Context: an optimization exercise on an open-source flow, tuned for small area. The choices shown serve that exercise and are no tape-out recipe.
The RTL was checked by simulation tests, not by an equivalence proof against the original design.
Power and IR drop assume default switching activity.

== run Z ==
==> module tensor_interface, before the edit <==
module tensor_interface(
    input               clock,
    input               reset_n,
    input [106:0]       config_in_tdata,
    input               config_in_tvalid,
    output              config_in_tready,
    output [15:0]       ar_addr,
    output reg          ar_valid,
    input               ar_ready,
    input [31:0]        r_data,
    input               r_last,
    input               r_valid,
    output              r_ready,
    output [15:0]       aw_addr,
    output reg          aw_valid,
    input               aw_ready,
    output [31:0]       w_data,
    output              w_last,
    output reg          w_valid,
    input               w_ready,
    input               b_resp,
    input               b_valid,
    output              b_ready,
    output reg [31:0]   out_data,
    output reg          out_last,
    output reg          out_valid,
    input               out_ready
);
localparam [2:0] S_IDLE = 3'd0,
                 S_AR   = 3'd1,
                 S_R1   = 3'd2,    
                 S_R    = 3'd3,
                 S_AW   = 3'd4,
                 S_W1   = 3'd5,    
                 S_W    = 3'd6,
                 S_B    = 3'd7;
reg [2:0]  state, next_state;
reg        rd_then_wr;    
reg        wr_nz;         
reg [15:0] wr_left;       
reg [10:0] wr_base;
reg [15:0] addr;          
wire [1:0]  mode = config_in_tdata[106:105];
wire [2:0]  esz  = config_in_tdata[104:102];
wire [39:0] dim  = config_in_tdata[39:0];
wire idle = state == S_IDLE;
wire in_r = state == S_R1 || state == S_R;
wire in_w = state == S_W1 || state == S_W;
wire        e7    = idle && esz == 3'd7;
wire        a_4d  = idle && (esz == 3'd2 || esz == 3'd5 || esz == 3'd6);
wire        a_8d  = idle && (esz == 3'd3 || esz == 3'd4 || esz == 3'd7);
wire        b_1d  = idle && esz == 3'd5;
wire        b_2d  = idle && (esz == 3'd1 || esz == 3'd6);
wire [18:0] mul_a = ({19{a_4d}} & {dim[16:0], 2'b0}) | ({19{a_8d}} & {dim[15:0], 3'b0}) |
                    ({19{in_w}} & {wr_left, 3'b0});
wire [18:0] mul_b = ({19{b_1d}} & dim[18:0]) | ({19{b_2d}} & {dim[17:0], 1'b0}) |
                    ({19{e7}} & ~dim[18:0]) | {{16{in_w}}, 3'b0};
wire [18:0] mul;
wire [19:0] cc;
assign cc[0] = e7;
assign {cc[7], mul[6:0]} = mul_a[6:0] + mul_b[6:0] + cc[0];
wire [6:0] s0_1 = mul_a[12:7] + mul_b[12:7];
wire [6:0] s1_1 = mul_a[12:7] + mul_b[12:7] + 1'b1;
assign {cc[13], mul[12:7]} = cc[7] ? s1_1 : s0_1;
wire [6:0] s0_2 = mul_a[18:13] + mul_b[18:13];
wire [6:0] s1_2 = mul_a[18:13] + mul_b[18:13] + 1'b1;
assign {cc[19], mul[18:13]} = cc[13] ? s1_2 : s0_2;
genvar gi;
wire [15:0] addr_inc;
wire [16:0] addr_c;
assign addr_c[0] = 1'b1;
generate for (gi = 0; gi < 16; gi = gi + 1) begin : g_inc
    assign addr_inc[gi] = addr[gi] ^ addr_c[gi];
    assign addr_c[gi+1] = addr[gi] & addr_c[gi];
end endgenerate
always @(*) begin
    case (state)
        S_IDLE: next_state = !config_in_tvalid ? S_IDLE :
                             mode == 2'd1 ? S_AW :
                             mode[1] ? S_AR : S_IDLE;
        S_AR:   next_state = ar_ready ? S_R1 : S_AR;
        S_R1,
        S_R:    next_state = (r_valid && r_last) ? (rd_then_wr ? S_AW : S_IDLE) : S_R;
        S_AW:   next_state = aw_ready ? S_W1 : S_AW;
        S_W1,
        S_W:    next_state = (w_ready && wr_nz && wr_left == 16'd1) ? S_B : S_W;
        default: next_state = (b_valid && b_resp) ? S_IDLE : S_B;
    endcase
end
always @(posedge clock) begin
    if (!reset_n) state <= S_IDLE;
    else          state <= next_state;
end
always @(posedge clock) begin
    if (state == S_IDLE) begin
        rd_then_wr <= mode[0];
        wr_base    <= config_in_tdata[50:40];
    end
    if (state == S_AW) wr_nz <= |wr_left;
    if (idle || in_w) wr_left <= mul[18:3];
    case (state)
        S_IDLE:     addr <= {5'd0, config_in_tdata[101:91]};
        S_AW:       addr <= {5'd0, wr_base};
        S_R, S_W:   addr <= addr_inc;
        default:    ;
    endcase
    ar_valid <= (state == S_AR && ar_ready) || (in_r && r_valid);
    aw_valid <= (state == S_AW && aw_ready) || (in_w && w_ready);
    if (in_r) begin
        out_data  <= r_data;
        out_valid <= r_valid;
        out_last  <= r_last;
    end
    if (in_w && w_ready) w_valid <= 1'b1;
    if (!reset_n) begin
        out_valid <= 1'b0;
        w_valid   <= 1'b0;
    end
end
assign ar_addr          = addr;
assign aw_addr          = addr;
assign w_data           = 32'd0;
assign w_last           = 1'b0;
assign b_ready          = state == S_B;
assign r_ready          = out_ready && in_r;
assign config_in_tready = state == S_IDLE;
endmodule
Settings: LEC_CHECK=0, CAP_MARGIN=20, CORE_MARGIN=2, CORE_UTILIZATION=40, SLEW_MARGIN=20; clock period 6.0 ns.
standard.sh (not shown) runs the stock make flow with config.mk's settings and CLKGATE_MAP_FILE= SYNTH_SCRIPT=/design/flow/synth_recipe.tcl, a recipe that flattens the netlist after the stock synthesis.
==> flow/flow/run.sh <==
#!/bin/bash
# The standard ORFS layout (standard.sh, the standard flow's own synthesis and steps),
# with two changes to the cells the flow picks:
#  - the port buffers are sky130_fd_sc_hd__buf_1 (buffer_ports -buffer_cell)
#    instead of the delay-cell buffer buffer_ports picks by itself;
#  - clock tree synthesis builds from clkbuf_8 and adds no dummy loads.
# Every step's full output goes to standard.log here; ORFS also keeps its
# per-step logs under orfs/logs.
set -euo pipefail
export BUFFER_PORTS_ARGS="-buffer_cell sky130_fd_sc_hd__buf_1"
export CTS_ARGS="-sink_clustering_enable -repair_clock_nets -dont_use_dummy_load -buf_list sky130_fd_sc_hd__clkbuf_8"
bash standard.sh > standard.log 2>&1
--- input diff run Z..run R ---
==> flow/design.v <==
module tensor_interface(
    input               clock,
    input               reset_n,
    input [106:0]       config_in_tdata,
    input               config_in_tvalid,
    output              config_in_tready,
    output [15:0]       ar_addr,
    output reg          ar_valid,
    input               ar_ready,
    input [31:0]        r_data,
    input               r_last,
    input               r_valid,
    output              r_ready,
    output [15:0]       aw_addr,
    output reg          aw_valid,
    input               aw_ready,
    output [31:0]       w_data,
    output              w_last,
    output reg          w_valid,
    input               w_ready,
    input               b_resp,
    input               b_valid,
    output              b_ready,
    output reg [31:0]   out_data,
    output reg          out_last,
    output reg          out_valid,
    input               out_ready
);
localparam [2:0] S_IDLE = 3'd0,
                 S_AR   = 3'd1,
                 S_R1   = 3'd2,    
                 S_R    = 3'd3,
                 S_AW   = 3'd4,
                 S_W1   = 3'd5,    
                 S_W    = 3'd6,
                 S_B    = 3'd7;
reg [2:0]  state, next_state;
reg        rd_then_wr;    
reg        wr_nz;         
reg [15:0] wr_left;       
reg [10:0] wr_base;
reg [15:0] addr;          
wire [1:0]  mode = config_in_tdata[106:105];
wire [2:0]  esz  = config_in_tdata[104:102];
wire [39:0] dim  = config_in_tdata[39:0];
wire idle = state == S_IDLE;
wire in_r = state == S_R1 || state == S_R;
wire in_w = state == S_W1 || state == S_W;
wire        sub_d = idle && esz == 3'd7;
wire        a_4d  = idle && (esz == 3'd2 || esz == 3'd5 || esz == 3'd6);
wire        a_8d  = idle && (esz == 3'd3 || esz == 3'd4 || esz == 3'd7);
wire        b_1d  = idle && esz == 3'd5;
wire        b_2d  = idle && (esz == 3'd1 || esz == 3'd6);
wire [18:0] mul_a = ({19{a_4d}} & {dim[16:0], 2'b0}) | ({19{a_8d}} & {dim[15:0], 3'b0}) |
                    ({19{in_w}} & {wr_left, 3'b0});
wire [18:0] mul_b = ({19{b_1d}} & dim[18:0]) | ({19{b_2d}} & {dim[17:0], 1'b0}) |
                    ({19{sub_d}} & ~dim[18:0]) | {{16{in_w}}, 3'b0};
function automatic blk_start(input integer i);
    blk_start = i == 0 || i == 6 || i == 11 || i == 15;
endfunction
genvar gi;
wire [18:0] mul;
wire [18:0] rs, is;        
wire [19:0] rc, ic;        
wire [19:0] bc;            
generate for (gi = 0; gi < 19; gi = gi + 1) begin : g_mul
    wire r_in = gi == 0 ? sub_d : blk_start(gi) ? 1'b0 : rc[gi];
    wire i_in = blk_start(gi) ? 1'b1 : ic[gi];
    assign rs[gi]   = mul_a[gi] ^ mul_b[gi] ^ r_in;
    assign rc[gi+1] = (mul_a[gi] & mul_b[gi]) | (r_in & (mul_a[gi] ^ mul_b[gi]));
    assign is[gi]   = rs[gi] ^ i_in;
    assign ic[gi+1] = rs[gi] & i_in;
    if (gi == 0)
        assign bc[gi] = 1'b0;
    else if (blk_start(gi))
        assign bc[gi] = rc[gi] | (bc[gi-1] & ic[gi]);
    else
        assign bc[gi] = bc[gi-1];
    assign mul[gi] = bc[gi] ? is[gi] : rs[gi];
end endgenerate
wire [15:0] addr_inc;
wire [16:0] addr_c;
assign addr_c[0] = 1'b1;
generate for (gi = 0; gi < 16; gi = gi + 1) begin : g_inc
    assign addr_inc[gi] = addr[gi] ^ addr_c[gi];
    assign addr_c[gi+1] = addr[gi] & addr_c[gi];
end endgenerate
always @(*) begin
    case (state)
        S_IDLE: next_state = !config_in_tvalid ? S_IDLE :
                             mode == 2'd1 ? S_AW :
                             mode[1] ? S_AR : S_IDLE;
        S_AR:   next_state = ar_ready ? S_R1 : S_AR;
        S_R1,
        S_R:    next_state = (r_valid && r_last) ? (rd_then_wr ? S_AW : S_IDLE) : S_R;
        S_AW:   next_state = aw_ready ? S_W1 : S_AW;
        S_W1,
        S_W:    next_state = (w_ready && wr_nz && wr_left == 16'd1) ? S_B : S_W;
        default: next_state = (b_valid && b_resp) ? S_IDLE : S_B;
    endcase
end
always @(posedge clock) begin
    if (!reset_n) state <= S_IDLE;
    else          state <= next_state;
end
always @(posedge clock) begin
    if (state == S_IDLE) begin
        rd_then_wr <= mode[0];
        wr_base    <= config_in_tdata[50:40];
    end
    if (state == S_AW) wr_nz <= |wr_left;
    if (idle || in_w) wr_left <= mul[18:3];
    case (state)
        S_IDLE:     addr <= {5'd0, config_in_tdata[101:91]};
        S_AW:       addr <= {5'd0, wr_base};
        S_R, S_W:   addr <= addr_inc;
        default:    ;
    endcase
    ar_valid <= (state == S_AR && ar_ready) || (in_r && r_valid);
    aw_valid <= (state == S_AW && aw_ready) || (in_w && w_ready);
    if (in_r) begin
        out_data  <= r_data;
        out_valid <= r_valid;
        out_last  <= r_last;
    end
    if (in_w && w_ready) w_valid <= 1'b1;
    if (!reset_n) begin
        out_valid <= 1'b0;
        w_valid   <= 1'b0;
    end
end
assign ar_addr          = addr;
assign aw_addr          = addr;
assign w_data           = 32'd0;
assign w_last           = 1'b0;
assign b_ready          = state == S_B;
assign r_ready          = out_ready && in_r;
assign config_in_tready = state == S_IDLE;
endmodule
Notes after the runs:
Growth of design area from synthesis to finish in run R is 0.54 points above run Z. Going from run Z to run R, first-iteration DRC count shrank by a few percent. Delta(post-detailed-route wirelength per cell, run R - run Z) > 0. Of run R and run Z, run Z shows the lower final worst-path cycle share, with run R above it. Reported net switching power: run R higher than run Z. Summary: with run Z as the reference, final cell count without fillers in run R moved down by a little under 10%. For the post-route cell area, run R came in 5.5% lower than run Z did. Of run R and run Z, run R shows the lower combinational share of power, with run Z above it. Run R vs. run Z: global-route wire length before repair saw a decrease, height of the die saw a decrease, net total in the final layout saw a decrease, global-route usage over all layers saw little to no change.

[what the ideal ports hide]
The flow's constraints put no driver on any port. The routed layouts listed below were extracted and timed again, unchanged, in two steps. Step 1, drivers: a clkbuf_16 drives clock and a buf_2 each remaining input, both assumed. Step 2 times the ports against the registers' clock, not the clock port: input delays grow and output delays shrink by t, the midpoint of the rising clock arrivals with the driver on. a / b / c = no drivers / after step 1 / after step 2; a / b = the first two.
run | t, ns | setup slack, ns | hold slack, ns
run Z | 0.379 | 1.287 / 1.277 / 0.898 | 0.496 / 0.496 / 0.496
run R | 0.377 | 0.481 / 0.462 / 0.086 | 0.508 / 0.508 / 0.508
After both steps every run listed still meets setup and hold. For run R, which loses most, drivers alone change the setup slack by -0.019 ns; drivers and shift together by -0.395 ns.
